This is an optimization exercise on Yosys and OpenROAD, whose aim is small area and a short achievable clock period, not a production implementation. At most, simulation tests tie the RTL to the original design; equivalence was not proved. Power and IR drop assume default switching activity.

==> 04-03 <==
Design mesh, start of the top module:
module mesh # (
    parameter integer IDX_WIDTH_FOR_NODES = 3,
    parameter integer NUM_NODES = 2 ** IDX_WIDTH_FOR_NODES
)
(
    input clk,
    input rstn,
    input [17:0] init,
    input [1:0] asel,
    input [NUM_NODES-1:0] csels,
    input [IDX_WIDTH_FOR_NODES-1:0] ressel,
    input [1:0] dinsel,
    input [18*NUM_NODES-1:0] mbram_dout,
    input [17:0] vbram0_dout,
    input [17:0] vbram1_dout,
    output [17:0] vbram0_din,
    output [17:0] vbram1_din
    );
==> module mesh, before the edit <==
module mesh # (
    parameter integer IDX_WIDTH_FOR_NODES = 3,
    parameter integer NUM_NODES = 2 ** IDX_WIDTH_FOR_NODES
)
(
    input clk,
    input rstn,
    input [17:0] init,
    input [1:0] asel,
    input [NUM_NODES-1:0] csels,
    input [IDX_WIDTH_FOR_NODES-1:0] ressel,
    input [1:0] dinsel,
    input [18*NUM_NODES-1:0] mbram_dout,
    input [17:0] vbram0_dout,
    input [17:0] vbram1_dout,
    output [17:0] vbram0_din,
    output [17:0] vbram1_din
    );
    wire [17:0] bdly [NUM_NODES-1:0];
    assign bdly[0] = mbram_dout[17:0];
    genvar i;
    generate
    for(i = 1; i < NUM_NODES; i = i + 1)
    begin : lane
        dly # (
            .DATA_WIDTH(18),
            .CYC_DLY(i)
        ) dly_inst (
            .clk(clk),
            .din(mbram_dout[18*i +: 18]),
            .dout(bdly[i])
        );
    end
    endgenerate
    wire [17:0] vbram_dout_selected = asel[0] ? vbram1_dout : vbram0_dout;
    wire [17:0] ain_selected = asel[1] ? init : vbram_dout_selected;
    wire [18:0] ax = {ain_selected, 1'b0};
    wire [8:0] dneg [NUM_NODES:0];
    wire [8:0] done [NUM_NODES:0];
    wire [8:0] dtwo [NUM_NODES:0];
    generate
    for(i = 0; i < 9; i = i + 1)
    begin : rec
        assign done[0][i] = ax[2*i+1] ^ ax[2*i];
        assign dtwo[0][i] = (ax[2*i+2] & ~ax[2*i+1] & ~ax[2*i]) |
                            (~ax[2*i+2] & ax[2*i+1] & ax[2*i]);
        assign dneg[0][i] = ax[2*i+2] & ~(ax[2*i+1] & ax[2*i]);
    end
    endgenerate
    wire [17:0] ress [NUM_NODES-1:0];
    generate
    for(i = 0; i < NUM_NODES; i = i + 1)
    begin : nd
        node node_in_mesh (
            .clk(clk),
            .rstn(rstn),
            .ain_neg(dneg[i]),
            .ain_one(done[i]),
            .ain_two(dtwo[i]),
            .bin(bdly[i]),
            .csel(csels[i]),
            .aout_neg(dneg[i+1]),
            .aout_one(done[i+1]),
            .aout_two(dtwo[i+1]),
            .res(ress[i])
        );
    end
    endgenerate
    reg [17:0] res_bufs [NUM_NODES-1:0];
    generate
    for(i = 0; i < NUM_NODES; i = i + 1)
    begin : rb
        always @ (posedge clk)
            res_bufs[i] <= ress[i];
    end
    endgenerate
    wire [NUM_NODES-1:0] oh;
    generate
    for(i = 0; i < NUM_NODES; i = i + 1)
    begin : dec
        assign oh[i] = (ressel == i);
    end
    endgenerate
    wire [1:0] dn = ~dinsel;
    generate
    for(i = 0; i < 18; i = i + 1)
    begin : ob
        wire [3:0] n;
        wire m;
        AOI22 g0 (.a1(oh[0]), .a2(res_bufs[0][i]), .b1(oh[1]), .b2(res_bufs[1][i]), .y(n[0]));
        AOI22 g1 (.a1(oh[2]), .a2(res_bufs[2][i]), .b1(oh[3]), .b2(res_bufs[3][i]), .y(n[1]));
        AOI22 g2 (.a1(oh[4]), .a2(res_bufs[4][i]), .b1(oh[5]), .b2(res_bufs[5][i]), .y(n[2]));
        AOI22 g3 (.a1(oh[6]), .a2(res_bufs[6][i]), .b1(oh[7]), .b2(res_bufs[7][i]), .y(n[3]));
        NAND4 g4 (.a(n[0]), .b(n[1]), .c(n[2]), .d(n[3]), .y(m));
        MUXN o0 (.s(dinsel[0]), .sn(dn[0]), .d1(vbram1_dout[i]), .d0(m), .y(vbram0_din[i]));
        MUXN o1 (.s(dinsel[1]), .sn(dn[1]), .d1(vbram0_dout[i]), .d0(m), .y(vbram1_din[i]));
    end
    endgenerate
endmodule
export LEC_CHECK = 0
export CAP_MARGIN = 20
export CORE_MARGIN = 2
export CORE_UTILIZATION = 45
export PLACE_DENSITY = 0.65
export SETUP_SLACK_MARGIN = 3.0
export SLEW_MARGIN = 20
export SYNTH_HIERARCHICAL = 1
export SYNTH_MINIMUM_KEEP_SIZE = 0
create_clock -name core_clock -period 7.0 [get_ports {clk}]
standard.sh (not shown) runs the stock make flow with config.mk's settings and CLKGATE_MAP_FILE= SYNTH_SCRIPT=/design/flow/synth_recipe.tcl, a recipe that flattens the netlist after the stock synthesis.
==> flow/flow/run.sh <==
#!/bin/bash
# Layout flow: the standard flow, with the port buffers that
# buffer_ports inserts made of the plain buffer sky130_fd_sc_hd__buf_1
# (the resizer may still resize them) instead of its default pick.
# Each tool's output goes to the ORFS logs; make's own output to flow.log.
set -o pipefail
export BUFFER_PORTS_ARGS="-buffer_cell sky130_fd_sc_hd__buf_1"
bash standard.sh > flow.log 2>&1
==> inputs of 11-12, as changes to 04-03 <==
--- a/flow/design.v
+++ b/flow/design.v
@@ -646,7 +646,7 @@
     endgenerate
-    wire [NUM_NODES-1:0] oh;
+    wire [NUM_NODES-1:0] oh [5:0];
     generate
-    for(i = 0; i < NUM_NODES; i = i + 1)
-    begin : dec
-        assign oh[i] = (ressel == i);
+    for(i = 0; i < 6; i = i + 1)
+    begin : dc
+        DEC3 dec (.s(ressel), .oh(oh[i]));
     end
@@ -657,11 +657,26 @@
     begin : ob
-        wire [3:0] n;
-        wire m;
-        AOI22 g0 (.a1(oh[0]), .a2(res_bufs[0][i]), .b1(oh[1]), .b2(res_bufs[1][i]), .y(n[0]));
-        AOI22 g1 (.a1(oh[2]), .a2(res_bufs[2][i]), .b1(oh[3]), .b2(res_bufs[3][i]), .y(n[1]));
-        AOI22 g2 (.a1(oh[4]), .a2(res_bufs[4][i]), .b1(oh[5]), .b2(res_bufs[5][i]), .y(n[2]));
-        AOI22 g3 (.a1(oh[6]), .a2(res_bufs[6][i]), .b1(oh[7]), .b2(res_bufs[7][i]), .y(n[3]));
-        NAND4 g4 (.a(n[0]), .b(n[1]), .c(n[2]), .d(n[3]), .y(m));
-        MUXN o0 (.s(dinsel[0]), .sn(dn[0]), .d1(vbram1_dout[i]), .d0(m), .y(vbram0_din[i]));
-        MUXN o1 (.s(dinsel[1]), .sn(dn[1]), .d1(vbram0_dout[i]), .d0(m), .y(vbram1_din[i]));
+        wire [NUM_NODES-1:0] h = oh[i / 3];
+        wire [3:0] n0, n1;
+        wire m0, m1;
+        AOI22 g0 (.a1(h[0]), .a2(res_bufs[0][i]), .b1(h[1]), .b2(res_bufs[1][i]), .y(n0[0]));
+        AOI22 g1 (.a1(h[2]), .a2(res_bufs[2][i]), .b1(h[3]), .b2(res_bufs[3][i]), .y(n0[1]));
+        AOI22 g2 (.a1(h[4]), .a2(res_bufs[4][i]), .b1(h[5]), .b2(res_bufs[5][i]), .y(n0[2]));
+        AOI22 g3 (.a1(h[6]), .a2(res_bufs[6][i]), .b1(h[7]), .b2(res_bufs[7][i]), .y(n0[3]));
+        AOI22 g4 (.a1(h[0]), .a2(res_bufs[0][i]), .b1(h[1]), .b2(res_bufs[1][i]), .y(n1[0]));
+        AOI22 g5 (.a1(h[2]), .a2(res_bufs[2][i]), .b1(h[3]), .b2(res_bufs[3][i]), .y(n1[1]));
+        AOI22 g6 (.a1(h[4]), .a2(res_bufs[4][i]), .b1(h[5]), .b2(res_bufs[5][i]), .y(n1[2]));
+        AOI22 g7 (.a1(h[6]), .a2(res_bufs[6][i]), .b1(h[7]), .b2(res_bufs[7][i]), .y(n1[3]));
+        NAND4 g8 (.a(n0[0]), .b(n0[1]), .c(n0[2]), .d(n0[3]), .y(m0));
+        NAND4 g9 (.a(n1[0]), .b(n1[1]), .c(n1[2]), .d(n1[3]), .y(m1));
+        MUXN o0 (.s(dinsel[0]), .sn(dn[0]), .d1(vbram1_dout[i]), .d0(m0), .y(vbram0_din[i]));
+        MUXN o1 (.s(dinsel[1]), .sn(dn[1]), .d1(vbram0_dout[i]), .d0(m1), .y(vbram1_din[i]));
+    end
+    endgenerate
+endmodule
+module DEC3 (input wire [2:0] s, output wire [7:0] oh);
+    genvar i;
+    generate
+    for(i = 0; i < 8; i = i + 1)
+    begin : d
+        assign oh[i] = (s == i);
     end
- CTS_CLUSTER_DIAMETER: unset -> 100
- CTS_CLUSTER_SIZE: unset -> 20
==> qor summary <==
| quantity | 04-03 | 11-12 |
|---|---|---|
| Start point of the worst hold path | lane[6].dly_inst.dlys[5][7] | lane[4].dly_inst.dlys[0][9] |
| Multi-input logic portion of the cell area | 64.0% | 62.8% |
| Met2 global-route usage | 42.6% | 43.9% |
| Met1 WL | 122000 um | 124000 um |
| Cell area power density | 361 nW/um^2 | 328 nW/um^2 |
| # diodes | 4 | 21 |
| Hold-critical path endpoint | nd[6].node_in_mesh.bufb[7] | lane[4].dly_inst.dlys[1][9] |
| End-of-flow core utilization | 51.1% | 51.9% |
| Syn nets | 12.0k | 11.7k |
| Placed insts | 12.6k | 12.4k |
| Number of instances in the synthesized netlist | 10.1k | 9816 |
| Logic depth of the worst setup path including buffers | 10 | 7 |
| Sequential share of power | 26.9% | 29.6% |
| Critical-path cell with the highest stage delay | nor3b_4 | a22oi_2 |
| Worst R2R Start | nd[3].node_in_mesh.bufb[9] | nd[4].node_in_mesh.bufa_two[3] |
| Mapped cell area | 104000 sq um | 102000 sq um |
| Pre-CTS WS | 1690 ps | 1670 ps |
| Die area | 235000 sq um | 230000 sq um |
| Run status | timing/DRC/antenna clean | timing/DRC/antenna clean |
No functional check of the RTL was part of 04-03.

==> re-timing with driven ports <==
Ports are ideal in the flow. The routed layouts listed here were re-timed in OpenROAD.
Step 1 (the two cells are an assumption about what drives the block):
set clk [get_ports {clk}]
set_driving_cell -lib_cell sky130_fd_sc_hd__clkbuf_16 $clk
set_driving_cell -lib_cell sky130_fd_sc_hd__buf_2 [delete_from_list [all_inputs] $clk]
Step 2 moves the port delays by t, midway between the first and last clock arrival at a register: inputs arrive t later, outputs are due t later. That takes back most of the time a late clock gives input paths.
Slacks: no drivers / after step 1 / after step 2; pairs: no drivers / after step 1.
run	shift t [ns]	slack for setup (ns)	hold WS [ns]	latest minus earliest clock arrival (ns)
04-03	0.919	2.823 / 2.662 / 2.179	0.314 / 0.314 / 0.314	0.033 / 0.033
11-12	0.896	2.889 / 2.657 / 2.106	0.281 / 0.281 / 0.281	0.076 / 0.076
After both steps setup and hold are still met in every run listed. The setup slack of 11-12, which loses most, moves by -0.232 ns with the drivers and by -0.783 ns with both steps.
